What follows belongs to an exercise in optimizing a design on an open flow for small area, a short achievable clock period and few clock cycles per item; a production flow would make more cautious choices.
At most, simulation tests tie the RTL to the original design; equivalence was not proved.
The RTL of runs 1 and 2 was laid out without a check of its function.
Power and IR drop assume default switching activity.

==> flow/design.v <==
module svmstorage #(parameter W = 10, parameter DEPTH = 1) (
    input                  clk,
    input                  en,
    input      [W-1:0]     din,
    output     [W-1:0]     tail,
    output     [W-1:0]     pre
);
reg [W-1:0] q [0:DEPTH-1];
integer n;
always @(posedge clk)
    if (en) begin
        q[0] <= din;
        for (n = 1; n < DEPTH; n = n + 1)
            q[n] <= q[n-1];
    end
assign tail = q[DEPTH-1];
assign pre  = q[(DEPTH > 1) ? DEPTH-2 : 0];
endmodule
module testDataModule (
    input              a1,
    input              a2,
    input              a4,
    input              ng,
    input      [9:0]   v,
    output     [11:0]  u
);
wire [11:0] vs  = {{2{v[9]}}, v};
wire [11:0] mag = ({12{a1}} & vs) | ({12{a2}} & {vs[10:0], 1'b0}) | ({12{a4}} & {vs[9:0], 2'b00});
wire [11:0] t   = mag ^ {12{ng}};
assign u = {~t[11], t[10:0]};
endmodule
module fsm_Hand(clk,rst,start,ready,result,write1,write2,SVMin,datain);
input clk,rst,start;
input write1;
input write2;
input signed [8:0] SVMin;
input signed [1:0] datain;
output result;
output ready;
reg ready;
reg result;
localparam IDLE = 2'd0, LW = 2'd1, LX = 2'd2, CP = 2'd3;
reg [1:0] st;
reg [3:0] row, col, k;
wire wbeat = (st == LW) & write1;
wire xbeat = (st == LX) & write2;
reg fin;
always @(posedge clk or negedge rst)
    if (!rst) begin
        st <= IDLE; ready <= 1'b0;
    end else
        case (st)
        IDLE: if (start) begin
                st <= LW; ready <= 1'b0;
              end
        LW:   if (write1 && row == 4'd10 && col == 4'd10) st <= LX;
        LX:   if (write2 && k == 4'd10) st <= CP;
        CP:   if (fin) begin
                ready <= 1'b1;
                st    <= IDLE;
              end
        endcase
always @(posedge clk) begin
    if (st == IDLE) begin
        row <= 4'd0; col <= 4'd0; k <= 4'd0;
    end else begin
        if (wbeat) begin
            if (col == 4'd10) begin
                col <= 4'd0; row <= row + 4'd1;
            end else
                col <= col + 4'd1;
        end
        if (xbeat) k <= k + 4'd1;
    end
end
reg [9:0] xm1, xm2, xs;
wire dm1 = datain[0];
wire dm2 = datain[1] & ~datain[0];
wire ds  = datain[1];
always @(posedge clk) begin : xh
    integer i;
    for (i = 0; i <= 9; i = i + 1)
        if (xbeat && k == i) begin
            xm1[i] <= dm1; xm2[i] <= dm2; xs[i] <= ds;
        end
end
reg [8:0]  Wq;
reg [9:0]  en;
reg        den;
reg        rot;
reg [9:0]  rtail;
reg [9:0]  a1, a2, a4, ng;      
reg        d1, d4;              
reg        vA, vB, first, last, last2;
always @(posedge clk) begin : ctl
    integer i;
    Wq  <= SVMin;
    den <= (wbeat & (col == row)) | xbeat;
    rot <= col < row;
    for (i = 0; i <= 9; i = i + 1) begin
        en[i] <= (wbeat & (((row == i) & (col > i)) | ((row > i) & (col == i)))) | (xbeat & (k > i));
        a1[i] <= xbeat & (k > i) & dm1 & xm1[i];
        a2[i] <= xbeat & (k > i) & ((dm1 & xm2[i]) | (dm2 & xm1[i]));
        a4[i] <= xbeat & (k > i) & dm2 & xm2[i];
        ng[i] <= xbeat & (k > i) & (ds ^ xs[i]) & (dm1 | dm2) & (xm1[i] | xm2[i]);
    end
    d1    <= xbeat & dm1;
    d4    <= xbeat & dm2;
    vA    <= xbeat;
    vB    <= vA;
    first <= xbeat & (k == 4'd0);
    last  <= xbeat & (k == 4'd10);
    last2 <= last;
    fin   <= last2;
end
wire [9:0] tail [0:9];
wire [9:0] pre  [0:9];
wire [8:0] dtail;
reg [9:0] rnext;
always @* begin : rsel_mux
    integer i;
    rnext = 10'd0;
    for (i = 0; i <= 9; i = i + 1)
        rnext = rnext | ({10{col == i}} & (en[i] ? pre[i] : tail[i]));
end
always @(posedge clk)
    rtail <= rnext;
wire [9:0] Wx = {Wq[8], Wq};
wire [9:0] head = rot ? (rtail + Wx) : Wx;
genvar g;
generate
    for (g = 0; g <= 9; g = g + 1) begin : row_q
        svmstorage #(.W(10), .DEPTH(10 - g)) q (.clk(clk), .en(en[g]), .din(head), .tail(tail[g]), .pre(pre[g]));
    end
endgenerate
svmstorage #(.W(9), .DEPTH(11)) dq (.clk(clk), .en(den), .din(Wq), .tail(dtail), .pre());
wire [11:0] u [0:10];
generate
    for (g = 0; g <= 9; g = g + 1) begin : term
        testDataModule t (.a1(a1[g]), .a2(a2[g]), .a4(a4[g]), .ng(ng[g]), .v(tail[g]), .u(u[g]));
    end
endgenerate
testDataModule td (.a1(d1), .a2(1'b0), .a4(d4), .ng(1'b0), .v({dtail[8], dtail}), .u(u[10]));
function [31:0] csa;            
    input [15:0] a, b, c;
    input        ci;
    begin
        csa[15:0]  = a ^ b ^ c;
        csa[31:16] = {((a & b) | (a & c) | (b & c)), ci};
    end
endfunction
wire [15:0] z [0:10];
generate
    for (g = 0; g <= 10; g = g + 1) begin : zx
        assign z[g] = {4'd0, u[g]};
    end
endgenerate
wire [31:0] l1a = csa(z[0], z[1], z[2], ng[0]);
wire [31:0] l1b = csa(z[3], z[4], z[5], ng[1]);
wire [31:0] l1c = csa(z[6], z[7], z[8], ng[2]);
wire [31:0] l2a = csa(l1a[15:0], l1a[31:16], l1b[15:0], ng[3]);
wire [31:0] l2b = csa(l1b[31:16], l1c[15:0], l1c[31:16], ng[4]);
wire [31:0] l3a = csa(l2a[15:0], l2a[31:16], l2b[15:0], ng[5]);
wire [31:0] l3b = csa(l2b[31:16], z[9], z[10], ng[6]);
reg [15:0] P0, P1, P2, P3;
reg [2:0]  ngB;
always @(posedge clk) begin
    P0 <= l3a[15:0]; P1 <= l3a[31:16]; P2 <= l3b[15:0]; P3 <= l3b[31:16];
    ngB <= ng[9:7];
end
reg firstB;
always @(posedge clk) firstB <= first;
reg  [15:0] Ss, Sc;
wire [15:0] s0 = firstB ? 16'h38FF : Ss;
wire [15:0] c0 = firstB ? 16'h0000 : Sc;
wire [31:0] m1a = csa(P0, P1, P2, ngB[0]);
wire [31:0] m1b = csa(P3, s0, c0, ngB[1]);
wire [31:0] m2  = csa(m1a[15:0], m1a[31:16], m1b[15:0], ngB[2]);
wire [31:0] m3  = csa(m2[15:0], m2[31:16], m1b[31:16], 1'b0);
always @(posedge clk)
    if (vB) begin
        Ss <= m3[15:0];
        Sc <= m3[31:16];
    end
wire [8:0] rlo  = Ss[7:0] + Sc[7:0];
wire [7:0] rhi0 = Ss[15:8] + Sc[15:8];
wire [7:0] rhi1 = Ss[15:8] + Sc[15:8] + 8'd1;
wire       pos0 = ~rhi0[7] & ((|rhi0) | (|rlo[7:0]));
wire       pos1 = ~rhi1[7] & ((|rhi1) | (|rlo[7:0]));
always @(posedge clk)
    if (fin) result <= rlo[8] ? pos1 : pos0;
endmodule
==> flow/run.sh <==
#!/bin/bash
# synth_recipe.tcl (not shown) runs the flow's synth.tcl, then flattens the netlist and writes it again
# the make line also repeats each setting of config.mk as NAME=value (left out here)
make -C /OpenROAD-flow-scripts/flow DESIGN_CONFIG=/design/flow/config.mk WORK_HOME=/design/flow/orfs CLKGATE_MAP_FILE= SYNTH_SCRIPT=/design/flow/synth_recipe.tcl finish
==> flow/config.mk <==
export PLATFORM = sky130hd
export DESIGN_NAME = fsm_Hand
export DESIGN_NICKNAME = fsm_Hand
export VERILOG_FILES = /design/flow/design.v
export SDC_FILE = /design/flow/constraint.sdc
export NUM_CORES = 4
export LEC_CHECK = 0
export CAP_MARGIN = 20
export CORE_MARGIN = 2
export CORE_UTILIZATION = 55
export CTS_CLUSTER_SIZE = 25
export SETUP_SLACK_MARGIN = 4.5
export SLEW_MARGIN = 20
==> flow/constraint.sdc <==
create_clock -name core_clock -period 7.0 [get_ports {clk}]
set_input_delay 1.4000 -clock core_clock [delete_from_list [all_inputs] [get_ports {clk}]]
set_output_delay 1.4000 -clock core_clock [all_outputs]
set_load 0.01 [all_outputs]
==> impl_results.html, run 1 <==
<table>
<tr><th>Metric</th><th>Value</th></tr>
<tr><th colspan="2">STA</th></tr>
<tr><td>Count of final max-slew check failures</td><td>0</td></tr>
<tr><td>Achievable Freq</td><td>347 MHz</td></tr>
<tr><td>Max-slew headroom</td><td>28.0%</td></tr>
<tr><td>Setup repair after global routing missed its margin</td><td>true</td></tr>
<tr><td>Number of endpoints with negative hold slack in the final report</td><td>0</td></tr>
<tr><td>Worst clock skew</td><td>0.0459 ns</td></tr>
<tr><td>Worst setup margin</td><td>4.11 ns</td></tr>
<tr><td>Total of endpoints with negative setup slack in the final report</td><td>0</td></tr>
<tr><td>Sum of negative setup slack</td><td>0 ns</td></tr>
<tr><td>Worst slew pin tran</td><td>between 1 and 1.5 ns</td></tr>
<tr><td>Final clock period utilization by the worst path</td><td>41.2%</td></tr>
<tr><td>Minimum clock period</td><td>2.89 ns</td></tr>
<tr><th colspan="2">Routing</th></tr>
<tr><td>Total wirelength of the detailed-routed design</td><td>~76 mm</td></tr>
<tr><td>Iteration count of the initial detailed-routing pass</td><td>10</td></tr>
<tr><td>Average detailed-routed wire length per instance</td><td>around 25 µm</td></tr>
<tr><td>Number of vias per cell after detailed routing</td><td>a little under 6</td></tr>
<tr><td>Routed via count</td><td>17295</td></tr>
<tr><td>Number of remaining DRC errors</td><td>0</td></tr>
<tr><td>Violation count after the first detailed-routing iteration</td><td>2123</td></tr>
<tr><td>Number of nets with antenna violations after detailed routing</td><td>0</td></tr>
<tr><th colspan="2">Placement</th></tr>
<tr><td>Count of input and output buffers</td><td>17</td></tr>
<tr><td>Total instance count after detailed placement</td><td>2791</td></tr>
<tr><td>Placement Setup Slack</td><td>3.26 ns</td></tr>
<tr><td>Routability cong.</td><td>0.890</td></tr>
<tr><td>Half-perimeter wire length after detailed placement</td><td>52.3 mm</td></tr>
<tr><th colspan="2">Critical path</th></tr>
<tr><td>Register-to-Register Path Depth</td><td>7</td></tr>
<tr><td>Crit path depth</td><td>7</td></tr>
<tr><td>CP startpoint kind</td><td>register</td></tr>
<tr><td>Critical path, cell by cell</td><td>a222oi_1 &gt; xnor2_1 &gt; fa_1 &gt; inv_1 &gt; fa_1 &gt; inv_1 &gt; fa_1</td></tr>
<tr><td>Buf+Inv Stages, Crit Path</td><td>2</td></tr>
<tr><td>Delay contributed by the slowest stage of the critical path</td><td>0.61 ns</td></tr>
<tr><td>Arrival time reported for the critical path endpoint</td><td>3.39 ns</td></tr>
<tr><td>Critical-path cell with the highest stage delay</td><td>sky130_fd_sc_hd__a222oi_1</td></tr>
<tr><td>Worst EP required</td><td>7.50 ns</td></tr>
<tr><td>Worst-path maximum fanout</td><td>7</td></tr>
<tr><td>Cell repeated most along the worst path</td><td>sky130_fd_sc_hd__fa_1</td></tr>
<tr><td>Element type at the critical path end</td><td>register</td></tr>
<tr><td>Critical path startpoint</td><td>a1[8]</td></tr>
<tr><td>Reg2reg start</td><td>a1[8]</td></tr>
<tr><td>Cell family with most CP delay</td><td>adder cells</td></tr>
<tr><td>Worst Path Class, Setup</td><td>reg2reg</td></tr>
<tr><th colspan="2">Logic synthesis</th></tr>
<tr><td>Fraction of registers with async set or reset after synthesis</td><td>less than 1%</td></tr>
<tr><td>Post-synth cell types</td><td>65</td></tr>
<tr><td>Most instantiated flip-flop cell in the synthesis netlist</td><td>sky130_fd_sc_hd__edfxtp_1</td></tr>
<tr><td>Dominant combinational cell family by area after synthesis</td><td>adder cells</td></tr>
<tr><td>Fraction of the mapped netlist area in adder cells</td><td>10.2%</td></tr>
<tr><td>Number of flip-flops and latches in the synthesized netlist</td><td>863</td></tr>
<tr><td>Share of the synthesized area in compound gates (AO/OA/AOI/OAI)</td><td>6.82%</td></tr>
<tr><td>Mean cell area of the mapped netlist</td><td>16.4 µm²</td></tr>
<tr><td>Count of synthesis-stage warnings from yosys</td><td>23</td></tr>
<tr><td>Cell area after synthesis</td><td>about 0.034 mm²</td></tr>
<tr><td>Multiplexer area fraction after synthesis</td><td>roughly 3.3%</td></tr>
<tr><td>Simple-gate portion of the synthesized area</td><td>3.57%</td></tr>
<tr><td>Sequential element share of the synthesized area</td><td>between 60% and 70%</td></tr>
<tr><td>Net Count, Synth</td><td>around 2300</td></tr>
<tr><td>Gate count after technology mapping</td><td>2057</td></tr>
<tr><td>Number of flops mapped to enable cells by yosys</td><td>621</td></tr>
<tr><td>XOR/XNOR Fraction of Synth Area</td><td>3.77%</td></tr>
<tr><th colspan="2">Final layout</th></tr>
<tr><td>Area grow syn2layout</td><td>14.5%</td></tr>
<tr><td>Proportion of layout cells with a drive suffix above 1</td><td>20.8%</td></tr>
<tr><td>Most common library cell in the layout ignoring fill and taps</td><td>sky130_fd_sc_hd__edfxtp_1</td></tr>
<tr><td>Diodes inserted</td><td>0</td></tr>
<tr><td>Most used cells in the layout excluding fill and tap cells</td><td>sky130_fd_sc_hd__edfxtp_1 (621), sky130_fd_sc_hd__dfxtp_1 (179), sky130_fd_sc_hd__fa_1 (117)</td></tr>
<tr><td>Finished Layout Cells</td><td>2984</td></tr>
<tr><td>Final nets</td><td>roughly 2300</td></tr>
<tr><th colspan="2">Power</th></tr>
<tr><td>Worst IR drop on VDD</td><td>0.264 mV</td></tr>
<tr><td>Power density cells</td><td>356 mW/mm²</td></tr>
<tr><td>Leakage power of the design</td><td>around 0.014 µW</td></tr>
<tr><th colspan="2">CTS</th></tr>
<tr><td>CTS tree</td><td>yes</td></tr>
<tr><td>Clock insertion delay at the later pin of the skew report</td><td>0.66 ns</td></tr>
<tr><td>Total number of clock tree sinks</td><td>863</td></tr>
<tr><td>Number of buffers between clock root and the deepest sink</td><td>3</td></tr>
<tr><td>Root Buffer</td><td>sky130_fd_sc_hd__clkbuf_16</td></tr>
<tr><td>H-tree depth reported by CTS</td><td>3</td></tr>
<tr><td>Number of buffers inserted during clock tree synthesis</td><td>86</td></tr>
<tr><td>Clk pin slew, worst setup/hold paths</td><td>0.06 ns</td></tr>
<tr><th colspan="2">Status</th></tr>
<tr><td>Outcome</td><td>complete, no violations</td></tr>
<tr><th colspan="2">Floorplanning</th></tr>
<tr><td>Die area</td><td>0.0632 mm²</td></tr>
<tr><td>Die X</td><td>251 µm</td></tr>
<tr><td>Starting utilization of the core area</td><td>55.6%</td></tr>
<tr><td>Number of top-level pins</td><td>18</td></tr>
<tr><td>Die outline height</td><td>251 µm</td></tr>
<tr><td>Core Footprint</td><td>0.0605 mm²</td></tr>
<tr><td>Number of placement rows</td><td>90</td></tr>
<tr><th colspan="2">Hold path</th></tr>
<tr><td>Class of the most critical hold timing path</td><td>reg2reg</td></tr>
<tr><td>Worst hold path startpoint</td><td>first</td></tr>
<tr><td>Number of instances on the worst hold path</td><td>0</td></tr>
<tr><th colspan="2">Global route</th></tr>
<tr><td>Grt ovf</td><td>0</td></tr>
<tr><td>Overall Global Routing Usage</td><td>about 24%</td></tr>
<tr><td>Initial antenna violation count</td><td>7</td></tr>
<tr><td>Via count of the first global-routing pass</td><td>~17000</td></tr>
<tr><td>Wire length of the first global-routing pass</td><td>between 100 and 150 mm</td></tr>
<tr><td>Pin count of the biggest net entering global routing</td><td>98</td></tr>
<tr><th colspan="2">Flow run</th></tr>
<tr><td>Maximum Capacitance Violations</td><td>0</td></tr>
</table>
## registers in the layout, summed over array words and instances, names as in the netlist, 13 cells and up
name / count
P0: 13
P1: 14
P2: 14
P3: 13
Sc: 15
Ss: 16
dq.q: 99
row_q.q.q: 550
## stage by stage
stage	hold WS (ns)	instance area [µm²]	util (%)	total power, µW
after global routing	0.341	38500	63.7	14400
after CTS	0.334	38100	63.1	13800
after detailed placement	0.314	34600	57.3	9030
after global placement	0.315	34600	57.3	8940
after floorplan	0.310	33800	-	8070
final	0.332	38500	63.7	13700
## final cells by class
type | instances | area (µm²)
Timing Repair Buffer | 60 | 613
Multi-Input combinational cell | 980 | 9860
Fill cell | 4330 | 21900
Sequential cell | 863 | 23600
Clock inverter | 49 | 561
Clock buffer | 113 | 2350
Tap cell | 782 | 978
Inverter | 137 | 531
## final timing paths
kind,slack (ns),end
max,4.11,P0[7]
max reg2reg,4.11,P0[7]
min reg2reg,0.33,firstB
min in group asynchronous,0.93,st[0]
min,0.33,firstB
max in group asynchronous,5.92,ready
## per-layer routing
layer | up-vias | wire length [µm] | share of wire [%] | global-route usage, %
li1 | 7760 | - | - | -
met1 | 8833 | 33500 | 44 | 34.8
met2 | 578 | 36000 | 48 | 39.1
met3 | 122 | 4110 | 5.4 | 3.55
met4 | 2 | 1840 | 2.4 | 6.58
met5 | - | 13 | 0.017 | 0
## power by group
group | leakage, µW | internal, µW | switching (µW) | total, µW
clock | 0.00141 | 2630 | 1960 | 4590
sequential | 0.00765 | 6360 | 462 | 6820
combinational | 0.00450 | 863 | 1460 | 2320
## Yosys cell counts, drive strengths merged, types with 8 or more instances
| cell type | instances | share of area (%) |
|---|---|---|
| a211oi | 14 | 0.33 |
| nand3 | 8 | 0.12 |
| xor2 | 52 | 1.4 |
| inv | 137 | 1.5 |
| and3 | 17 | 0.32 |
| ha | 47 | 1.7 |
| dfxtp | 239 | 14 |
| nand2 | 69 | 0.77 |
| nor2 | 71 | 0.79 |
| a21oi | 26 | 0.40 |
| nor3 | 16 | 0.25 |
| a22o | 16 | 0.42 |
| clkbuf | 65 | 0.73 |
| a22oi | 58 | 1.3 |
| nand2b | 17 | 0.32 |
| fa | 142 | 8.4 |
| mux2 | 98 | 3.3 |
| nor2b | 17 | 0.32 |
| nand4 | 12 | 0.22 |
| buf | 14 | 0.17 |
| a222oi | 80 | 2.4 |
| edfxtp | 621 | 55 |
| a221oi | 8 | 0.21 |
| o22ai | 10 | 0.19 |
| o31ai | 10 | 0.22 |
| o21ai | 43 | 0.64 |
| xnor2 | 93 | 2.4 |
## cells by family after synthesis
family                   count (synthesis)
AND/OR/NAND/NOR                        249
AO/OA/AOI/OAI                          295
multiplexers                           100
adder cells (fa/ha/maj)                189
flip-flops                             863
buffers and inverters                  216
XOR/XNOR                               145
## timing repair
action | CTS | global route
pin swaps | 72 | 53
setup buffers | 23 | 5
resized for setup | 142 | 93
gates cloned | 2 | 1
hold buffers | 0 | 0
endpoints found under the setup margin | 152 | 128
==> run 2: changes to the inputs <==
--- a/flow/config.mk
+++ b/flow/config.mk
@@ -7,7 +7,6 @@
 export LEC_CHECK = 0
 export CAP_MARGIN = 20
 export CORE_MARGIN = 2
-export CORE_UTILIZATION = 55
-export CTS_CLUSTER_SIZE = 25
-export SETUP_SLACK_MARGIN = 4.5
+export CORE_UTILIZATION = 60
+export SETUP_SLACK_MARGIN = 4.7
 export SLEW_MARGIN = 20
==> run 2 against run 1 <==
Final cell count shrank 0.20%. Maximum frequency shrank 2.3%. Critical path depth is the same. Final area grew 2.2%. Total power grew 2.9%. Clock power grew 5.0%. Flip-flop and latch count is the same. Area after synthesis is the same. Sequential power is essentially flat. Synthesized cell count is the same. Non-clock buffer count grew 30. Critical path type unchanged.
==> impl_results.html, run 2 <==
<table>
<tr><th>Metric</th><th>Value</th></tr>
<tr><th colspan="2">STA</th></tr>
<tr><td>Total of endpoints with negative setup slack in the final report</td><td>0 (unchanged)</td></tr>
<tr><td>Achievable Freq</td><td>338 MHz (was 347 MHz)</td></tr>
<tr><td>Worst setup margin</td><td>4.05 ns (was 4.11 ns)</td></tr>
<tr><td>Max-slew headroom</td><td>37.3% (was 28.0%)</td></tr>
<tr><td>Worst Hold Slack</td><td>0.332 ns (about the same)</td></tr>
<tr><td>Count of final max-slew check failures</td><td>0 (unchanged)</td></tr>
<tr><td>Sum of negative setup slack</td><td>0 ns (unchanged)</td></tr>
<tr><td>Worst slew pin tran</td><td>0.939 ns (was 1.08 ns)</td></tr>
<tr><td>Worst clock skew</td><td>0.0413 ns (was 0.0459 ns)</td></tr>
<tr><td>Final clock period utilization by the worst path</td><td>42.2% (was 41.2%)</td></tr>
<tr><td>Number of endpoints with negative hold slack in the final report</td><td>0 (unchanged)</td></tr>
<tr><td>Setup repair after global routing missed its margin</td><td>true (unchanged)</td></tr>
<tr><td>Minimum clock period</td><td>2.95 ns (was 2.89 ns)</td></tr>
<tr><th colspan="2">Critical path</th></tr>
<tr><td>Worst-path maximum fanout</td><td>10 (was 7)</td></tr>
<tr><td>Worst EP required</td><td>7.55 ns (was 7.50 ns)</td></tr>
<tr><td>Worst Path Class, Setup</td><td>reg2reg (unchanged)</td></tr>
<tr><td>Register-to-Register Path Depth</td><td>7 (unchanged)</td></tr>
<tr><td>Element type at the critical path end</td><td>register (unchanged)</td></tr>
<tr><td>Worst setup slack for register-to-register paths</td><td>4.05 ns (was 4.11 ns)</td></tr>
<tr><td>Reg2reg start</td><td>a1[5] (was a1[8])</td></tr>
<tr><td>Arrival time reported for the critical path endpoint</td><td>3.51 ns (was 3.39 ns)</td></tr>
<tr><td>CP startpoint kind</td><td>register (unchanged)</td></tr>
<tr><td>Worst reg2reg endpoint</td><td>P0[6] (was P0[7])</td></tr>
<tr><th colspan="2">Routing</th></tr>
<tr><td>Routed via count</td><td>17468 (was 17295)</td></tr>
<tr><td>Met3 routed wirelength</td><td>4.93 mm (was 4.11 mm)</td></tr>
<tr><td>Sum of met2 wire segment lengths after detailed routing</td><td>36.5 mm (was 36.0 mm)</td></tr>
<tr><td>Uppermost layer routed</td><td>met5 (unchanged)</td></tr>
<tr><td>Violation count after the first detailed-routing iteration</td><td>2264 (was 2123)</td></tr>
<tr><td>Number of nets with antenna violations after detailed routing</td><td>0 (unchanged)</td></tr>
<tr><td>Iteration count of the initial detailed-routing pass</td><td>10 (unchanged)</td></tr>
<tr><td>Number of remaining DRC errors</td><td>0 (unchanged)</td></tr>
<tr><td>Number of vias per cell after detailed routing</td><td>5.87 (was 5.80)</td></tr>
<tr><td>Total wirelength of the detailed-routed design</td><td>76.1 mm (was 75.6 mm)</td></tr>
<tr><td>Routed metal-1 wire length</td><td>32.2 mm (was 33.5 mm)</td></tr>
<tr><td>Average detailed-routed wire length per instance</td><td>25.6 µm (was 25.3 µm)</td></tr>
<tr><th colspan="2">Logic synthesis</th></tr>
<tr><td>XOR/XNOR Fraction of Synth Area</td><td>3.77% (unchanged)</td></tr>
<tr><td>Post-synth cell types</td><td>65 (unchanged)</td></tr>
<tr><td>Multiplexer area fraction after synthesis</td><td>3.34% (unchanged)</td></tr>
<tr><td>Most frequent cells after synthesis</td><td>sky130_fd_sc_hd__edfxtp_1 (621), sky130_fd_sc_hd__dfxtp_1 (239), sky130_fd_sc_hd__fa_1 (142) (unchanged)</td></tr>
<tr><td>Dominant combinational cell family by area after synthesis</td><td>adder cells (unchanged)</td></tr>
<tr><td>Cell area after synthesis</td><td>0.0336 mm² (unchanged)</td></tr>
<tr><td>Simple-gate portion of the synthesized area</td><td>3.57% (unchanged)</td></tr>
<tr><td>Mean cell area of the mapped netlist</td><td>16.4 µm² (unchanged)</td></tr>
<tr><td>Number of flops mapped to enable cells by yosys</td><td>621 (unchanged)</td></tr>
<tr><td>Net Count, Synth</td><td>2262 (unchanged)</td></tr>
<tr><td>Sequential element share of the synthesized area</td><td>69.9% (unchanged)</td></tr>
<tr><td>Area fraction of the dominant cell type after synthesis</td><td>55.4% (unchanged)</td></tr>
<tr><td>Ranking of synthesized cells by area</td><td>sky130_fd_sc_hd__edfxtp_1 (55%), sky130_fd_sc_hd__dfxtp_1 (14%), sky130_fd_sc_hd__fa_1 (8.4%) (unchanged)</td></tr>
<tr><td>Share of the synthesized area in compound gates (AO/OA/AOI/OAI)</td><td>6.82% (unchanged)</td></tr>
<tr><td>Gate count after technology mapping</td><td>2057 (unchanged)</td></tr>
<tr><td>Most instantiated flip-flop cell in the synthesis netlist</td><td>sky130_fd_sc_hd__edfxtp_1 (unchanged)</td></tr>
<tr><td>Fraction of registers with async set or reset after synthesis</td><td>0.348% (unchanged)</td></tr>
<tr><td>Most common cell in the synthesized netlist</td><td>sky130_fd_sc_hd__edfxtp_1 (unchanged)</td></tr>
<tr><td>Fraction of the mapped netlist area in adder cells</td><td>10.2% (unchanged)</td></tr>
<tr><td>Number of flip-flops and latches in the synthesized netlist</td><td>863 (unchanged)</td></tr>
<tr><td>Cell accounting for the most synthesized area</td><td>sky130_fd_sc_hd__edfxtp_1 (unchanged)</td></tr>
<tr><td>Count of synthesis-stage warnings from yosys</td><td>23 (unchanged)</td></tr>
<tr><th colspan="2">Power</th></tr>
<tr><td>Cell-internal power</td><td>10200 µW (was 9850 µW)</td></tr>
<tr><td>Leakage power of the design</td><td>0.0138 µW (was 0.0136 µW)</td></tr>
<tr><td>Switching component of the power</td><td>3920 µW (was 3870 µW)</td></tr>
<tr><td>Worst IR drop on VDD</td><td>0.303 mV (was 0.264 mV)</td></tr>
<tr><td>Power density cells</td><td>359 mW/mm² (was 356 mW/mm²)</td></tr>
<tr><td>Combinational power share</td><td>17.5% (was 16.9%)</td></tr>
<tr><td>Power share of the clock group</td><td>34.1% (was 33.4%)</td></tr>
<tr><td>Switching share of power</td><td>27.8% (was 28.2%)</td></tr>
<tr><td>Sequential fraction of design power</td><td>48.4% (was 49.7%)</td></tr>
<tr><th colspan="2">Final layout</th></tr>
<tr><td>FF+latch area</td><td>0.0237 mm² (was 0.0236 mm²)</td></tr>
<tr><td>Final core occ</td><td>71.2% (was 63.7%)</td></tr>
<tr><td>Proportion of layout cells with a drive suffix above 1</td><td>25.2% (was 20.8%)</td></tr>
<tr><td>Finished Layout Cells</td><td>2978 (was 2984)</td></tr>
<tr><td>Flip-flop count of the largest register after layout</td><td>550 (unchanged)</td></tr>
<tr><td>Multi-input combinational cell area</td><td>0.0102 mm² (was 0.00986 mm²)</td></tr>
<tr><td>Registers with the highest flip-flop counts</td><td>row_q.q.q x550, dq.q x99, Ss x16 (unchanged)</td></tr>
<tr><td>Most common library cell in the layout ignoring fill and taps</td><td>sky130_fd_sc_hd__edfxtp_1 (unchanged)</td></tr>
<tr><td>Area grow syn2layout</td><td>17.0% (was 14.5%)</td></tr>
<tr><td>Most used cells in the layout excluding fill and tap cells</td><td>sky130_fd_sc_hd__edfxtp_1 (621), sky130_fd_sc_hd__dfxtp_1 (181), sky130_fd_sc_hd__inv_1 (105) (was sky130_fd_sc_hd__edfxtp_1 (621), sky130_fd_sc_hd__dfxtp_1 (179), sky130_fd_sc_hd__fa_1 (117))</td></tr>
<tr><td>Final nets</td><td>2361 (was 2333)</td></tr>
<tr><td>Register name with the most flops</td><td>row_q.q.q (unchanged)</td></tr>
<tr><td>Layout filler cell count</td><td>3617 (was 4330)</td></tr>
<tr><th colspan="2">CTS</th></tr>
<tr><td>H-tree depth reported by CTS</td><td>3 (unchanged)</td></tr>
<tr><td>Total number of clock tree sinks</td><td>863 (unchanged)</td></tr>
<tr><td>Clk pin slew, worst setup/hold paths</td><td>0.06 ns (about the same)</td></tr>
<tr><td>CTS tree</td><td>yes (unchanged)</td></tr>
<tr><td># hold bufs at CTS</td><td>0 (unchanged)</td></tr>
<tr><td>Clock insertion delay at the later pin of the skew report</td><td>0.65 ns (was 0.66 ns)</td></tr>
<tr><td>Number of buffers between clock root and the deepest sink</td><td>3 (unchanged)</td></tr>
<tr><td>Number of buffers inserted during clock tree synthesis</td><td>83 (was 86)</td></tr>
<tr><td>Root Buffer</td><td>sky130_fd_sc_hd__clkbuf_16 (unchanged)</td></tr>
<tr><th colspan="2">Flow run</th></tr>
<tr><td>Maximum Capacitance Violations</td><td>0 (unchanged)</td></tr>
<tr><th colspan="2">Floorplanning</th></tr>
<tr><td>Number of placement rows</td><td>86 (was 90)</td></tr>
<tr><td>Starting utilization of the core area</td><td>60.8% (was 55.6%)</td></tr>
<tr><td>Die outline height</td><td>241 µm (was 251 µm)</td></tr>
<tr><td>Number of top-level pins</td><td>18 (unchanged)</td></tr>
<tr><td>Die area</td><td>0.0580 mm² (was 0.0632 mm²)</td></tr>
<tr><td>Core Footprint</td><td>0.0553 mm² (was 0.0605 mm²)</td></tr>
<tr><td>Die X</td><td>241 µm (was 251 µm)</td></tr>
<tr><th colspan="2">Hold path</th></tr>
<tr><td>Worst hold path startpoint</td><td>last (was first)</td></tr>
<tr><td>Worst Hold End</td><td>last2 (was firstB)</td></tr>
<tr><td>Number of instances on the worst hold path</td><td>0 (unchanged)</td></tr>
<tr><td>Class of the most critical hold timing path</td><td>reg2reg (unchanged)</td></tr>
<tr><th colspan="2">Global route</th></tr>
<tr><td>Via count of the first global-routing pass</td><td>17438 (was 17322)</td></tr>
<tr><td>Wire length of the first global-routing pass</td><td>110 mm (was 111 mm)</td></tr>
<tr><td>Initial antenna violation count</td><td>3 (was 7)</td></tr>
<tr><td>Grt ovf</td><td>0 (unchanged)</td></tr>
<tr><td>Pin count of the biggest net entering global routing</td><td>76 (was 98)</td></tr>
<tr><td>Overall Global Routing Usage</td><td>26.6% (was 24.2%)</td></tr>
<tr><th colspan="2">Status</th></tr>
<tr><td>Outcome</td><td>complete, no violations (unchanged)</td></tr>
<tr><th colspan="2">Placement</th></tr>
<tr><td>Count of input and output buffers</td><td>17 (unchanged)</td></tr>
<tr><td>Routability cong.</td><td>0.967 (was 0.890)</td></tr>
<tr><td>Total instance count after detailed placement</td><td>2757 (was 2791)</td></tr>
<tr><td>Half-perimeter wire length after detailed placement</td><td>51.0 mm (was 52.3 mm)</td></tr>
<tr><td>Placement Setup Slack</td><td>3.30 ns (was 3.26 ns)</td></tr>
</table>
## run 2: area by class of cell
| class | count | share of cell area, % |
|---|---|---|
| flip-flops and latches | 863 | 60.1 |
| multi-input cells | 981 | 25.9 |
| clock buffers | 101 | 5.81 |
| repair buffers | 90 | 2.56 |
| well taps | 748 | 2.38 |
| clock inverters | 55 | 1.93 |
| inverters | 137 | 1.34 |
| diodes | 3 | 0.0191 |
## run 2: worst max-delay path: stages (launching register included)
cell,delay (ns)
sky130_fd_sc_hd__dfxtp_4,0.39
sky130_fd_sc_hd__buf_4,0.14
sky130_fd_sc_hd__a222oi_1,0.39
sky130_fd_sc_hd__xor2_1,0.27
sky130_fd_sc_hd__fa_1,0.49
sky130_fd_sc_hd__fa_1,0.56
sky130_fd_sc_hd__inv_1,0.06
sky130_fd_sc_hd__fa_2,0.56
## run 2: metal layers
metal  up-vias  track usage, %
met3       130            4.03
met4         2            8.64
met5         -               0
met1      8844            37.5
li1       7837               -
met2       655            43.3
## run 2: power groups by stage
stage / Clock (µW) / Combinational (µW) / Sequential [µW]
floorplan: 0 / 1300 / 6800
global placement: 0 / 2020 / 6900
detailed placement: 0 / 2080 / 6930
CTS: 4890 / 2390 / 6830
global route: 5110 / 2710 / 6900
finish: 4820 / 2470 / 6840
## run 2: worst max path at each step
stage          slack (ns)  endpoint               start
6_report             4.05     P0[6]               a1[5]
5_1_grt              4.02     P0[8]  row_q[4].q.q[5][8]
4_1_cts              4.14     P0[8]               a1[8]
3_5_place_dp         3.30     a2[3]           datain[1]
3_3_place_gp         3.35     a2[9]           datain[1]
2_1_floorplan        4.37     P0[6]               a1[6]
## run 2: timing repair
action / in CTS / in global routing
endpoints found under the hold margin: 0 / 0
gates resized for setup: 227 / 68
cloned: 6 / 1
buffers inserted: 38 / 17
setup endpoints to repair: 218 / 161
pin swaps: 87 / 43
## run 2: stage by stage
stage          total power, µW  instance area, µm²
2_1_floorplan             8100               34100
3_3_place_gp              8920               34800
3_5_place_dp              9000               34800
4_1_cts                  14100               39000
5_1_grt                  14700               39400
6_report                 14100               39400
## run 2: cells by family after synthesis
family | after synthesis
AO/OA/AOI/OAI | 295
adder cells (fa/ha/maj) | 189
multiplexers | 100
buffers and inverters | 216
flip-flops | 863
AND/OR/NAND/NOR | 249
XOR/XNOR | 145
==> run 3: changes to the inputs <==
--- a/flow/design.v
+++ b/flow/design.v
@@ -73,17 +73,24 @@
         if (xbeat) k <= k + 4'd1;
     end
 end
-reg [9:0] xm1, xm2, xs;
+reg [1:0] xv [0:9];
 wire dm1 = datain[0];
 wire dm2 = datain[1] & ~datain[0];
 wire ds  = datain[1];
+wire [9:0] xm1, xm2, xs;         
 always @(posedge clk) begin : xh
     integer i;
     for (i = 0; i <= 9; i = i + 1)
-        if (xbeat && k == i) begin
-            xm1[i] <= dm1; xm2[i] <= dm2; xs[i] <= ds;
-        end
-end
+        if (xbeat && k == i) xv[i] <= datain;
+end
+genvar g;
+generate
+    for (g = 0; g <= 9; g = g + 1) begin : xd
+        assign xm1[g] = xv[g][0];
+        assign xm2[g] = xv[g][1] & ~xv[g][0];
+        assign xs[g]  = xv[g][1];
+    end
+endgenerate
 reg [8:0]  Wq;
 reg [9:0]  en;
 reg        den;
@@ -102,7 +109,7 @@
         a1[i] <= xbeat & (k > i) & dm1 & xm1[i];
         a2[i] <= xbeat & (k > i) & ((dm1 & xm2[i]) | (dm2 & xm1[i]));
         a4[i] <= xbeat & (k > i) & dm2 & xm2[i];
-        ng[i] <= xbeat & (k > i) & (ds ^ xs[i]) & (dm1 | dm2) & (xm1[i] | xm2[i]);
+        ng[i] <= xbeat & (k > i) & (ds ^ xs[i]) & (dm1 | dm2) & (xv[i] != 2'b00);
     end
     d1    <= xbeat & dm1;
     d4    <= xbeat & dm2;
@@ -121,13 +128,12 @@
     integer i;
     rnext = 10'd0;
     for (i = 0; i <= 9; i = i + 1)
-        rnext = rnext | ({10{col == i}} & (en[i] ? pre[i] : tail[i]));
+        rnext = rnext | ({10{col == i}} & ((i == 0 && en[0]) ? pre[0] : tail[i]));
 end
 always @(posedge clk)
     rtail <= rnext;
 wire [9:0] Wx = {Wq[8], Wq};
 wire [9:0] head = rot ? (rtail + Wx) : Wx;
-genvar g;
 generate
     for (g = 0; g <= 9; g = g + 1) begin : row_q
         svmstorage #(.W(10), .DEPTH(10 - g)) q (.clk(clk), .en(en[g]), .din(head), .tail(tail[g]), .pre(pre[g]));
@@ -160,33 +166,51 @@
 wire [31:0] l1c = csa(z[6], z[7], z[8], ng[2]);
 wire [31:0] l2a = csa(l1a[15:0], l1a[31:16], l1b[15:0], ng[3]);
 wire [31:0] l2b = csa(l1b[31:16], l1c[15:0], l1c[31:16], ng[4]);
-wire [31:0] l3a = csa(l2a[15:0], l2a[31:16], l2b[15:0], ng[5]);
-wire [31:0] l3b = csa(l2b[31:16], z[9], z[10], ng[6]);
-reg [15:0] P0, P1, P2, P3;
-reg [2:0]  ngB;
+reg [15:0] P [0:5];
+reg [4:0]  ngB;
+reg        firstB;
 always @(posedge clk) begin
-    P0 <= l3a[15:0]; P1 <= l3a[31:16]; P2 <= l3b[15:0]; P3 <= l3b[31:16];
-    ngB <= ng[9:7];
-end
-reg firstB;
-always @(posedge clk) firstB <= first;
+    P[0] <= l2a[15:0]; P[1] <= l2a[31:16];
+    P[2] <= l2b[15:0]; P[3] <= l2b[31:16];
+    P[4] <= z[9];      P[5] <= z[10];
+    ngB    <= ng[9:5];
+    firstB <= first;
+end
 reg  [15:0] Ss, Sc;
 wire [15:0] s0 = firstB ? 16'h38FF : Ss;
 wire [15:0] c0 = firstB ? 16'h0000 : Sc;
-wire [31:0] m1a = csa(P0, P1, P2, ngB[0]);
-wire [31:0] m1b = csa(P3, s0, c0, ngB[1]);
-wire [31:0] m2  = csa(m1a[15:0], m1a[31:16], m1b[15:0], ngB[2]);
-wire [31:0] m3  = csa(m2[15:0], m2[31:16], m1b[31:16], 1'b0);
+wire [31:0] m1a = csa(P[0], P[1], P[2], ngB[0]);
+wire [31:0] m1b = csa(P[3], P[4], P[5], ngB[1]);
+wire [31:0] m2a = csa(m1a[15:0], m1a[31:16], m1b[15:0], ngB[2]);
+wire [31:0] m2b = csa(m1b[31:16], s0, c0, ngB[3]);
+wire [31:0] m3  = csa(m2a[15:0], m2a[31:16], m2b[15:0], ngB[4]);
+wire [31:0] m4  = csa(m3[15:0], m3[31:16], m2b[31:16], 1'b0);
 always @(posedge clk)
     if (vB) begin
-        Ss <= m3[15:0];
-        Sc <= m3[31:16];
-    end
-wire [8:0] rlo  = Ss[7:0] + Sc[7:0];
-wire [7:0] rhi0 = Ss[15:8] + Sc[15:8];
-wire [7:0] rhi1 = Ss[15:8] + Sc[15:8] + 8'd1;
-wire       pos0 = ~rhi0[7] & ((|rhi0) | (|rlo[7:0]));
-wire       pos1 = ~rhi1[7] & ((|rhi1) | (|rlo[7:0]));
-always @(posedge clk)
-    if (fin) result <= rlo[8] ? pos1 : pos0;
+        Ss <= m4[15:0];
+        Sc <= m4[31:16];
+    end
+wire [15:0] rp = Ss ^ Sc;
+wire [15:0] rg = Ss & Sc;
+wire        rzero = (rp == {(Ss[14:0] | Sc[14:0]), 1'b0});
+reg  [14:0] G [0:4];
+reg  [14:0] Pp [0:4];
+always @* begin : ks
+    integer lv, b, d;
+    G[0] = rg[14:0]; Pp[0] = rp[14:0];
+    for (lv = 1; lv <= 4; lv = lv + 1) begin
+        d = 1 << (lv - 1);
+        for (b = 0; b < 15; b = b + 1)
+            if (b >= d) begin
+                G[lv][b]  = G[lv-1][b] | (Pp[lv-1][b] & G[lv-1][b-d]);
+                Pp[lv][b] = Pp[lv-1][b] & Pp[lv-1][b-d];
+            end else begin
+                G[lv][b]  = G[lv-1][b];
+                Pp[lv][b] = Pp[lv-1][b];
+            end
+    end
+end
+wire rsign = rp[15] ^ G[4][14];
+always @(posedge clk)
+    if (fin) result <= ~rsign & ~rzero;
 endmodule
--- a/flow/config.mk
+++ b/flow/config.mk
@@ -7,6 +7,7 @@
 export LEC_CHECK = 0
 export CAP_MARGIN = 20
 export CORE_MARGIN = 2
-export CORE_UTILIZATION = 60
-export SETUP_SLACK_MARGIN = 4.7
+export CORE_UTILIZATION = 55
+export CTS_CLUSTER_SIZE = 25
+export SETUP_SLACK_MARGIN = 4.5
 export SLEW_MARGIN = 20
==> run 3 against run 2 <==
Setup slack better by 0.21 ns. Final area down 1.6%. Clock power down 5.8%. Flip-flop and latch count up 15. Area after synthesis up 2.5%. Sequential share of layout area up 3.4 points. Synthesized cell count up 3.5%. First-iteration DRC count down 3.0%. Core utilization down 8.5 points. Critical endpoint is now Ss[11]. Largest cell class unchanged.
==> impl_results.html, run 3 <==
<table>
<tr><th>Metric</th><th>Value</th></tr>
<tr><th colspan="2">Logic synthesis</th></tr>
<tr><td>Cell accounting for the most synthesized area</td><td>sky130_fd_sc_hd__edfxtp_1 (unchanged)</td></tr>
<tr><td>Fraction of the mapped netlist area in adder cells</td><td>10.3% (was 10.2%)</td></tr>
<tr><td>Most instantiated flip-flop cell in the synthesis netlist</td><td>sky130_fd_sc_hd__edfxtp_1 (unchanged)</td></tr>
<tr><td>Post-synth cell types</td><td>71 (was 65)</td></tr>
<tr><td>Ranking of synthesized cells by area</td><td>sky130_fd_sc_hd__edfxtp_1 (60%), sky130_fd_sc_hd__dfxtp_1 (11%), sky130_fd_sc_hd__fa_1 (8.1%) (was sky130_fd_sc_hd__edfxtp_1 (55%), sky130_fd_sc_hd__dfxtp_1 (14%), sky130_fd_sc_hd__fa_1 (8.4%))</td></tr>
<tr><td>Most frequent cells after synthesis</td><td>sky130_fd_sc_hd__edfxtp_1 (691), sky130_fd_sc_hd__inv_1 (221), sky130_fd_sc_hd__dfxtp_1 (184) (was sky130_fd_sc_hd__edfxtp_1 (621), sky130_fd_sc_hd__dfxtp_1 (239), sky130_fd_sc_hd__fa_1 (142))</td></tr>
<tr><td>Number of flip-flops and latches in the synthesized netlist</td><td>878 (was 863)</td></tr>
<tr><td>Cell area after synthesis</td><td>0.0345 mm² (was 0.0336 mm²)</td></tr>
<tr><td>Number of flops mapped to enable cells by yosys</td><td>691 (was 621)</td></tr>
<tr><td>Sequential element share of the synthesized area</td><td>71.0% (was 69.9%)</td></tr>
<tr><td>Gate count after technology mapping</td><td>2130 (was 2057)</td></tr>
<tr><td>Most common cell in the synthesized netlist</td><td>sky130_fd_sc_hd__edfxtp_1 (unchanged)</td></tr>
<tr><td>Mean cell area of the mapped netlist</td><td>16.2 µm² (was 16.4 µm²)</td></tr>
<tr><td>Count of synthesis-stage warnings from yosys</td><td>31 (was 23)</td></tr>
<tr><td>Simple-gate portion of the synthesized area</td><td>3.82% (was 3.57%)</td></tr>
<tr><td>Multiplexer area fraction after synthesis</td><td>1.07% (was 3.34%)</td></tr>
<tr><td>XOR/XNOR Fraction of Synth Area</td><td>3.83% (was 3.77%)</td></tr>
<tr><td>Net Count, Synth</td><td>2347 (was 2262)</td></tr>
<tr><td>Fraction of registers with async set or reset after synthesis</td><td>0.342% (was 0.348%)</td></tr>
<tr><td>Dominant combinational cell family by area after synthesis</td><td>adder cells (unchanged)</td></tr>
<tr><td>Share of the synthesized area in compound gates (AO/OA/AOI/OAI)</td><td>6.55% (was 6.82%)</td></tr>
<tr><td>Area fraction of the dominant cell type after synthesis</td><td>60.1% (was 55.4%)</td></tr>
<tr><th colspan="2">Final layout</th></tr>
<tr><td>Area grow syn2layout</td><td>12.3% (was 17.0%)</td></tr>
<tr><td>Final nets</td><td>2404 (was 2361)</td></tr>
<tr><td>Most common library cell in the layout ignoring fill and taps</td><td>sky130_fd_sc_hd__edfxtp_1 (unchanged)</td></tr>
<tr><td>Register name with the most flops</td><td>row_q.q.q (unchanged)</td></tr>
<tr><td>Flip-flop count of the largest register after layout</td><td>550 (unchanged)</td></tr>
<tr><td>Registers with the highest flip-flop counts</td><td>row_q.q.q x550, dq.q x99, P x77 (was row_q.q.q x550, dq.q x99, Ss x16)</td></tr>
<tr><td>Finished Layout Cells</td><td>3095 (was 2978)</td></tr>
<tr><td>Most used cells in the layout excluding fill and tap cells</td><td>sky130_fd_sc_hd__edfxtp_1 (691), sky130_fd_sc_hd__inv_1 (189), sky130_fd_sc_hd__dfxtp_1 (145) (was sky130_fd_sc_hd__edfxtp_1 (621), sky130_fd_sc_hd__dfxtp_1 (181), sky130_fd_sc_hd__inv_1 (105))</td></tr>
<tr><td>Proportion of layout cells with a drive suffix above 1</td><td>13.8% (was 25.2%)</td></tr>
<tr><th colspan="2">STA</th></tr>
<tr><td>Minimum clock period</td><td>2.74 ns (was 2.95 ns)</td></tr>
<tr><td>Number of endpoints with negative hold slack in the final report</td><td>0 (unchanged)</td></tr>
<tr><td>Worst slew pin tran</td><td>1.08 ns (was 0.939 ns)</td></tr>
<tr><td>Setup repair after global routing missed its margin</td><td>true (unchanged)</td></tr>
<tr><td>Achievable Freq</td><td>365 MHz (was 338 MHz)</td></tr>
<tr><td>Worst clock skew</td><td>0.0362 ns (was 0.0413 ns)</td></tr>
<tr><td>Final clock period utilization by the worst path</td><td>39.2% (was 42.2%)</td></tr>
<tr><td>Total of endpoints with negative setup slack in the final report</td><td>0 (unchanged)</td></tr>
<tr><td>Worst setup margin</td><td>4.26 ns (was 4.05 ns)</td></tr>
<tr><td>Max-slew headroom</td><td>27.8% (was 37.3%)</td></tr>
<tr><td>Worst Hold Slack</td><td>0.329 ns (was 0.332 ns)</td></tr>
<tr><td>Count of final max-slew check failures</td><td>0 (unchanged)</td></tr>
<tr><td>Sum of negative setup slack</td><td>0 ns (unchanged)</td></tr>
<tr><th colspan="2">Floorplanning</th></tr>
<tr><td>Core Footprint</td><td>0.0618 mm² (was 0.0553 mm²)</td></tr>
<tr><td>Number of top-level pins</td><td>18 (unchanged)</td></tr>
<tr><td>Die area</td><td>0.0647 mm² (was 0.0580 mm²)</td></tr>
<tr><td>Number of placement rows</td><td>91 (was 86)</td></tr>
<tr><td>Die X</td><td>254 µm (was 241 µm)</td></tr>
<tr><td>Die outline height</td><td>254 µm (was 241 µm)</td></tr>
<tr><td>Starting utilization of the core area</td><td>55.8% (was 60.8%)</td></tr>
<tr><th colspan="2">CTS</th></tr>
<tr><td>H-tree depth reported by CTS</td><td>3 (unchanged)</td></tr>
<tr><td>Clk pin slew, worst setup/hold paths</td><td>0.06 ns (about the same)</td></tr>
<tr><td>Total number of clock tree sinks</td><td>878 (was 863)</td></tr>
<tr><td>Number of buffers inserted during clock tree synthesis</td><td>85 (was 83)</td></tr>
<tr><td>Clock insertion delay at the later pin of the skew report</td><td>0.65 ns (about the same)</td></tr>
<tr><td># hold bufs at CTS</td><td>0 (unchanged)</td></tr>
<tr><td>CTS tree</td><td>yes (unchanged)</td></tr>
<tr><td>Root Buffer</td><td>sky130_fd_sc_hd__clkbuf_16 (unchanged)</td></tr>
<tr><td>Number of buffers between clock root and the deepest sink</td><td>3 (unchanged)</td></tr>
<tr><th colspan="2">Routing</th></tr>
<tr><td>Number of vias per cell after detailed routing</td><td>5.59 (was 5.87)</td></tr>
<tr><td>Total wirelength of the detailed-routed design</td><td>77.9 mm (was 76.1 mm)</td></tr>
<tr><td>Routed via count</td><td>17290 (was 17468)</td></tr>
<tr><td>Violation count after the first detailed-routing iteration</td><td>2197 (was 2264)</td></tr>
<tr><td>Average detailed-routed wire length per instance</td><td>25.2 µm (was 25.6 µm)</td></tr>
<tr><td>Iteration count of the initial detailed-routing pass</td><td>11 (was 10)</td></tr>
<tr><td>Number of nets with antenna violations after detailed routing</td><td>0 (unchanged)</td></tr>
<tr><td>Number of remaining DRC errors</td><td>0 (unchanged)</td></tr>
<tr><th colspan="2">Placement</th></tr>
<tr><td>Placement Setup Slack</td><td>3.07 ns (was 3.30 ns)</td></tr>
<tr><td>Count of input and output buffers</td><td>17 (unchanged)</td></tr>
<tr><td>Total instance count after detailed placement</td><td>2920 (was 2757)</td></tr>
<tr><td>Routability cong.</td><td>0.928 (was 0.967)</td></tr>
<tr><td>Half-perimeter wire length after detailed placement</td><td>54.5 mm (was 51.0 mm)</td></tr>
<tr><th colspan="2">Critical path</th></tr>
<tr><td>CP startpoint kind</td><td>register (unchanged)</td></tr>
<tr><td>Worst-path maximum fanout</td><td>1 (was 10)</td></tr>
<tr><td>Worst EP required</td><td>7.37 ns (was 7.55 ns)</td></tr>
<tr><td>Element type at the critical path end</td><td>register (unchanged)</td></tr>
<tr><td>Worst Path Class, Setup</td><td>reg2reg (unchanged)</td></tr>
<tr><td>Arrival time reported for the critical path endpoint</td><td>3.11 ns (was 3.51 ns)</td></tr>
<tr><th colspan="2">Power</th></tr>
<tr><td>Power share of the clock group</td><td>33.8% (was 34.1%)</td></tr>
<tr><td>Switching share of power</td><td>27.2% (was 27.8%)</td></tr>
<tr><td>Switching component of the power</td><td>3660 µW (was 3920 µW)</td></tr>
<tr><td>Power density cells</td><td>347 mW/mm² (was 359 mW/mm²)</td></tr>
<tr><td>Sequential fraction of design power</td><td>50.4% (was 48.4%)</td></tr>
<tr><td>Leakage power of the design</td><td>0.0138 µW (about the same)</td></tr>
<tr><td>Combinational power share</td><td>15.9% (was 17.5%)</td></tr>
<tr><td>Worst IR drop on VDD</td><td>0.349 mV (was 0.303 mV)</td></tr>
<tr><td>Cell-internal power</td><td>9790 µW (was 10200 µW)</td></tr>
<tr><th colspan="2">Flow run</th></tr>
<tr><td>Maximum Capacitance Violations</td><td>0 (unchanged)</td></tr>
<tr><th colspan="2">Global route</th></tr>
<tr><td>Layer with the highest usage after global routing</td><td>met2 (unchanged)</td></tr>
<tr><td>Met2 GRT Util</td><td>39.9% (was 43.3%)</td></tr>
<tr><td>Pin count of the biggest net entering global routing</td><td>100 (was 76)</td></tr>
<tr><td>Via count of the first global-routing pass</td><td>17289 (was 17438)</td></tr>
<tr><td>Wire length of the first global-routing pass</td><td>114 mm (was 110 mm)</td></tr>
<tr><td>Overall Global Routing Usage</td><td>24.8% (was 26.6%)</td></tr>
<tr><td>Met3 capacity usage during global routing</td><td>3.26% (was 4.03%)</td></tr>
<tr><td>Initial antenna violation count</td><td>2 (was 3)</td></tr>
<tr><td>Grt ovf</td><td>0 (unchanged)</td></tr>
<tr><td>Fraction of met1 tracks used by global routing</td><td>34.5% (was 37.5%)</td></tr>
<tr><th colspan="2">Status</th></tr>
<tr><td>Outcome</td><td>complete, no violations (unchanged)</td></tr>
<tr><th colspan="2">Hold path</th></tr>
<tr><td>Class of the most critical hold timing path</td><td>reg2reg (unchanged)</td></tr>
</table>
-- run 3: cell count changes after synthesis, sizes merged, moves of 14 or more --
| cell | change |
|---|---|
| a21oi | +14 |
| dfxtp | -55 |
| a22oi | -32 |
| edfxtp | +70 |
| ha | +14 |
| buf | +14 |
| o21ai | +23 |
| xor2 | +19 |
| inv | +85 |
| mux2 | -77 |
-- run 3: through the flow --
stage          area, µm²  power [µW]  utilization, %
5_1_grt            38700       14100            62.7
2_1_floorplan      34500        8100               -
4_1_cts            38600       13500            62.5
3_5_place_dp       35600        8920            57.5
3_3_place_gp       35600        8860            57.5
6_report           38700       13500            62.7
-- run 3: cell families (layout without fill, tap and decap cells) --
group / count (synthesis) / in the layout
AO/OA/AOI/OAI: 298 / 298
XOR/XNOR: 151 / 151
flip-flops: 878 / 878
buffers and inverters: 303 / 429
multiplexers: 33 / 34
adder cells (fa/ha/maj): 201 / 201
other: 0 / 1
AND/OR/NAND/NOR: 266 / 266
-- run 3: cell type report --
| cell class | count | area [µm²] |
|---|---|---|
| antenna | 1 | 2.50 |
| clock buffer | 110 | 2310 |
| clock inverter | 47 | 523 |
| fill | 4551 | 23100 |
| inverter | 223 | 841 |
| multi-input combinational | 950 | 9000 |
| sequential | 878 | 24600 |
| tap | 837 | 1050 |
| timing repair buffer | 48 | 433 |
| timing repair inverter | 1 | 7.51 |
-- run 3: worst paths after layout --
| kind | slack, ns | cells after the start | startpoint | endpoint |
|---|---|---|---|---|
| worst max-delay path | 4.26 | 8 | P[0][11] | Ss[11] |
| worst min-delay path | 0.33 | 0 | first | firstB |
| worst max register to register | 4.26 | 8 | P[0][11] | Ss[11] |
| worst min register to register | 0.33 | 0 | first | firstB |
| max in group asynchronous | 5.88 | 1 | rst | ready |
| min in group asynchronous | 0.95 | 1 | rst | st[1] |
-- run 3: repair_timing --
item | 4_1_cts | 5_1_grt
buffers inserted | 9 | 6
pin swaps | 28 | 32
endpoints found under the setup margin | 135 | 119
cloned | 2 | 0
gates resized for setup | 77 | 40
-- run 3: worst max-delay path, cell delays in order (launching register included) --
cell and delay (ns):
sky130_fd_sc_hd__dfxtp_2 0.32, sky130_fd_sc_hd__inv_2 0.03, sky130_fd_sc_hd__fa_1 0.54, sky130_fd_sc_hd__inv_2 0.04, sky130_fd_sc_hd__fa_2 0.56, sky130_fd_sc_hd__inv_2 0.04, sky130_fd_sc_hd__fa_2 0.53, sky130_fd_sc_hd__inv_2 0.04
sky130_fd_sc_hd__fa_2 0.39
-- run 3: power groups by stage --
stage                     Clock (µW)  Combinational (µW)  Sequential, µW
final                           4540                2130            6770
after detailed placement           0                2030            6890
after floorplan                    0                1260            6840
after global placement             0                1990            6870
after global routing            4840                2390            6830
after CTS                       4650                2120            6780
-- run 3: routing by layer --
layer	wire length [µm]	up-vias
li1	-	7829
met1	33300	8769
met2	37300	551
met3	4330	141
met4	2900	0
met5	0	-
Testbench counts of run 3, summed over its fixed seeds: cycles 26,112, items 192.
==> run 4: changes to the inputs <==
--- a/flow/config.mk
+++ b/flow/config.mk
@@ -7,7 +7,8 @@
 export LEC_CHECK = 0
 export CAP_MARGIN = 20
 export CORE_MARGIN = 2
-export CORE_UTILIZATION = 55
-export CTS_CLUSTER_SIZE = 25
-export SETUP_SLACK_MARGIN = 4.5
+export CORE_UTILIZATION = 65
+export CTS_CLUSTER_DIAMETER = 60
+export CTS_CLUSTER_SIZE = 30
+export SETUP_SLACK_MARGIN = 4.4
 export SLEW_MARGIN = 20
==> run 4 against run 3 <==
Count of clock-buffer cells in the layout down 56. Area after synthesis unchanged. Highest routed layer unchanged. Sequential share of layout area up 2.3 points. Routed wire length down 0.78%. Still clean. Worst hold slack better by 0.015 ns. Critical path type unchanged. Combinational power down 2%. Setup slack better by 0.0083 ns. Final area down 3.6%. Flip-flop and latch count unchanged. Clock power down 28%. Register-to-register slack about the same.
==> impl_results.html, run 4 <==
<table>
<tr><th>Metric</th><th>Value</th></tr>
<tr><th colspan="2">Status</th></tr>
<tr><td>Outcome</td><td>complete, no violations (unchanged)</td></tr>
<tr><th colspan="2">Critical path</th></tr>
<tr><td>Arrival time reported for the critical path endpoint</td><td>3.28 ns (was 3.11 ns)</td></tr>
<tr><td>Critical path startpoint</td><td>row_q[3].q.q[6][6] (was P[0][11])</td></tr>
<tr><td>Cell family with most CP delay</td><td>adder cells (unchanged)</td></tr>
<tr><td>Worst EP required</td><td>7.54 ns (was 7.37 ns)</td></tr>
<tr><td>Worst reg2reg endpoint</td><td>P[0][6] (was Ss[11])</td></tr>
<tr><td>Cell repeated most along the worst path</td><td>sky130_fd_sc_hd__fa_2 (was sky130_fd_sc_hd__inv_2)</td></tr>
<tr><td>Critical path, cell by cell</td><td>a222oi_1 &gt; xor2_1 &gt; fa_2 &gt; inv_2 &gt; fa_2 (was inv_2 &gt; fa_1 &gt; inv_2 &gt; fa_2 &gt; inv_2 &gt; fa_2 &gt; inv_2 &gt; fa_2)</td></tr>
<tr><td>Crit path depth</td><td>5 (was 8)</td></tr>
<tr><td>Register-to-Register Path Depth</td><td>5 (was 8)</td></tr>
<tr><td>Worst-path maximum fanout</td><td>3 (was 1)</td></tr>
<tr><td>Element type at the critical path end</td><td>register (unchanged)</td></tr>
<tr><td>Buf+Inv Stages, Crit Path</td><td>1 (was 4)</td></tr>
<tr><td>Critical-path cell with the highest stage delay</td><td>sky130_fd_sc_hd__a222oi_1 (was sky130_fd_sc_hd__fa_2)</td></tr>
<tr><th colspan="2">Power</th></tr>
<tr><td>Combinational power share</td><td>17.1% (was 15.9%)</td></tr>
<tr><td>Worst IR drop on VDD</td><td>0.265 mV (was 0.349 mV)</td></tr>
<tr><td>Power share of the clock group</td><td>26.9% (was 33.8%)</td></tr>
<tr><td>Switching component of the power</td><td>3480 µW (was 3660 µW)</td></tr>
<tr><td>Cell-internal power</td><td>8710 µW (was 9790 µW)</td></tr>
<tr><td>Sequential fraction of design power</td><td>56.0% (was 50.4%)</td></tr>
<tr><th colspan="2">Global route</th></tr>
<tr><td>Wire length of the first global-routing pass</td><td>113 mm (was 114 mm)</td></tr>
<tr><td>Pin count of the biggest net entering global routing</td><td>100 (unchanged)</td></tr>
<tr><td>Grt ovf</td><td>0 (unchanged)</td></tr>
<tr><th colspan="2">Logic synthesis</th></tr>
<tr><td>Sequential element share of the synthesized area</td><td>71.0% (unchanged)</td></tr>
<tr><td>Most common cell in the synthesized netlist</td><td>sky130_fd_sc_hd__edfxtp_1 (unchanged)</td></tr>
<tr><td>Most instantiated flip-flop cell in the synthesis netlist</td><td>sky130_fd_sc_hd__edfxtp_1 (unchanged)</td></tr>
<tr><td>Number of flip-flops and latches in the synthesized netlist</td><td>878 (unchanged)</td></tr>
<tr><td>Most frequent cells after synthesis</td><td>sky130_fd_sc_hd__edfxtp_1 (691), sky130_fd_sc_hd__inv_1 (221), sky130_fd_sc_hd__dfxtp_1 (184) (unchanged)</td></tr>
<tr><td>Gate count after technology mapping</td><td>2130 (unchanged)</td></tr>
<tr><td>Count of synthesis-stage warnings from yosys</td><td>31 (unchanged)</td></tr>
<tr><td>Number of flops mapped to enable cells by yosys</td><td>691 (unchanged)</td></tr>
<tr><td>Cell accounting for the most synthesized area</td><td>sky130_fd_sc_hd__edfxtp_1 (unchanged)</td></tr>
<tr><td>Post-synth cell types</td><td>71 (unchanged)</td></tr>
<tr><td>Area fraction of the dominant cell type after synthesis</td><td>60.1% (unchanged)</td></tr>
<tr><td>Ranking of synthesized cells by area</td><td>sky130_fd_sc_hd__edfxtp_1 (60%), sky130_fd_sc_hd__dfxtp_1 (11%), sky130_fd_sc_hd__fa_1 (8.1%) (unchanged)</td></tr>
<tr><td>Net Count, Synth</td><td>2347 (unchanged)</td></tr>
<tr><th colspan="2">STA</th></tr>
<tr><td>Max-slew headroom</td><td>24.9% (was 27.8%)</td></tr>
<tr><td>Sum of negative setup slack</td><td>0 ns (unchanged)</td></tr>
<tr><td>Number of endpoints with negative hold slack in the final report</td><td>0 (unchanged)</td></tr>
<tr><td>Worst slew pin tran</td><td>1.13 ns (was 1.08 ns)</td></tr>
<tr><td>Minimum clock period</td><td>2.73 ns (was 2.74 ns)</td></tr>
<tr><td>Final clock period utilization by the worst path</td><td>39.1% (was 39.2%)</td></tr>
<tr><td>Count of final max-slew check failures</td><td>0 (unchanged)</td></tr>
<tr><td>Achievable Freq</td><td>366 MHz (was 365 MHz)</td></tr>
<tr><th colspan="2">Routing</th></tr>
<tr><td>Iteration count of the initial detailed-routing pass</td><td>13 (was 11)</td></tr>
<tr><td>Violation count after the first detailed-routing iteration</td><td>2379 (was 2197)</td></tr>
<tr><td>Number of remaining DRC errors</td><td>0 (unchanged)</td></tr>
<tr><th colspan="2">Floorplanning</th></tr>
<tr><td>Core Footprint</td><td>0.0526 mm² (was 0.0618 mm²)</td></tr>
<tr><td>Die area</td><td>0.0549 mm² (was 0.0647 mm²)</td></tr>
<tr><td>Number of placement rows</td><td>84 (was 91)</td></tr>
<tr><td>Number of top-level pins</td><td>18 (unchanged)</td></tr>
<tr><th colspan="2">CTS</th></tr>
<tr><td>H-tree depth reported by CTS</td><td>2 (was 3)</td></tr>
<tr><td>Total number of clock tree sinks</td><td>878 (unchanged)</td></tr>
<tr><td># hold bufs at CTS</td><td>0 (unchanged)</td></tr>
<tr><td>Number of buffers inserted during clock tree synthesis</td><td>46 (was 85)</td></tr>
<tr><td>Clock insertion delay at the later pin of the skew report</td><td>0.62 ns (was 0.65 ns)</td></tr>
<tr><td>CTS tree</td><td>yes (unchanged)</td></tr>
<tr><td>Root Buffer</td><td>sky130_fd_sc_hd__clkbuf_16 (unchanged)</td></tr>
<tr><th colspan="2">Placement</th></tr>
<tr><td>Half-perimeter wire length after detailed placement</td><td>53.6 mm (was 54.5 mm)</td></tr>
<tr><td>Routability cong.</td><td>0.963 (was 0.928)</td></tr>
<tr><td>Total instance count after detailed placement</td><td>2767 (was 2920)</td></tr>
<tr><th colspan="2">Final layout</th></tr>
<tr><td>Multi-input combinational cell area</td><td>0.00893 mm² (was 0.00900 mm²)</td></tr>
<tr><td>Area grow syn2layout</td><td>8.28% (was 12.3%)</td></tr>
<tr><td>Proportion of layout cells with a drive suffix above 1</td><td>10.4% (was 13.8%)</td></tr>
<tr><td>FF+latch area</td><td>0.0246 mm² (about the same)</td></tr>
<tr><td>Flip-flop count of the largest register after layout</td><td>550 (unchanged)</td></tr>
<tr><td>Register name with the most flops</td><td>row_q.q.q (unchanged)</td></tr>
<tr><td>Final nets</td><td>2358 (was 2404)</td></tr>
<tr><td>Most common library cell in the layout ignoring fill and taps</td><td>sky130_fd_sc_hd__edfxtp_1 (unchanged)</td></tr>
<tr><th colspan="2">Hold path</th></tr>
<tr><td>Number of instances on the worst hold path</td><td>0 (unchanged)</td></tr>
<tr><td>Worst Hold End</td><td>last2 (was firstB)</td></tr>
</table>
[run 4: worst max-delay path by stage]
stage	end	slack, ns
floorplan	Ss[11]	4.35
global placement	a2[9]	3.28
detailed placement	a4[3]	3.17
CTS	Ss[11]	4.31
global route	Ss[11]	4.22
finish	P[0][6]	4.27
[run 4: cell families after synthesis]
family          Yosys count  synth area share [%]
mux                      33                  1.07
fa+ha+maj               201                  10.3
xor+xnor                151                  3.83
simple gates            266                  3.82
flops                   878                  71.0
compound gates          298                  6.55
buf+inv                 303                  3.36
[run 4: what timing repair did]
| item | 4_1_cts | 5_1_grt |
|---|---|---|
| endpoints found under the setup margin | 115 | 70 |
| resized for setup | 57 | 42 |
| cloned | 1 | 0 |
| pin swaps | 30 | 20 |
| setup buffers | 8 | 3 |
[run 4: per-layer routing]
layer	global-route usage (%)	share of wire, %	vias up
met1	39.9	40	8809
met2	47.3	48	747
met4	13.4	4.9	0
met3	3.50	6.6	149
met5	0	0	-
li1	-	-	7708
[run 4: cell type report]
class	instances	area share [%]
Clock inverter	30	1.34
Inverter	223	2.25
Tap cell	688	2.30
Timing Repair inverter	1	0.0201
Multi-Input combinational cell	949	23.9
Antenna cell	1	0.00670
Timing Repair Buffer	42	1.12
Sequential cell	878	65.8
Clock buffer	54	3.27
[run 4: power by group through the flow]
stage | Clock, µW | Combinational, µW | Sequential, µW
after floorplan | 0 | 1250 | 6840
final | 3270 | 2090 | 6820
after CTS | 3340 | 1960 | 6890
after global placement | 0 | 1830 | 6970
after global routing | 3500 | 2300 | 6880
after detailed placement | 0 | 1890 | 7010
[run 4: per-stage QoR]
step	total power, µW	setup slack [ns]	instance area, µm²	hold slack, ns
global route	12700	4.22	37400	0.351
global placement	8790	3.28	35300	0.310
CTS	12200	4.31	37200	0.348
floorplan	8090	4.35	34500	0.310
finish	12200	4.27	37400	0.344
detailed placement	8900	3.17	35300	0.323
[run 4: worst register-to-register path, stage by stage (launching register included)]
cell                       delay (ns)
sky130_fd_sc_hd__edfxtp_1        0.50
sky130_fd_sc_hd__a222oi_1        0.81
sky130_fd_sc_hd__xor2_1          0.20
sky130_fd_sc_hd__fa_2            0.60
sky130_fd_sc_hd__inv_2           0.04
sky130_fd_sc_hd__fa_2            0.50

[port drivers added, routing unchanged]
The results above use ideal ports. As a check the final layouts listed here were re-extracted and re-timed, cells and wires unchanged.
Step 1 sets driving cells, clkbuf_16 on the clock port and buf_2 on the other inputs (assumed; they add their load-dependent delay and slew).
Step 2, shift: input delay + t, output delay - t, t = (earliest + latest rising clock arrival at the registers) / 2. This alone moves slack from input paths to output paths.
a / b / c = no drivers / after step 1 / after step 2; a / b = the first two.
run	shift t [ns]	slack for setup (ns)	worst data-port slew with drivers (ns)	cell pins on the clock port's net
run 1	0.702	4.115 / 4.115 / 3.825	0.04	1
run 2	0.697	4.046 / 4.046 / 4.046	0.05	1
run 3	0.693	4.258 / 4.258 / 3.820	0.05	1
run 4	0.664	4.266 / 4.266 / 3.888	0.04	1
After both steps setup and hold are still met in every run listed. For run 3, which loses most, drivers alone change the setup slack by 0.000 ns; drivers and shift together by -0.438 ns.
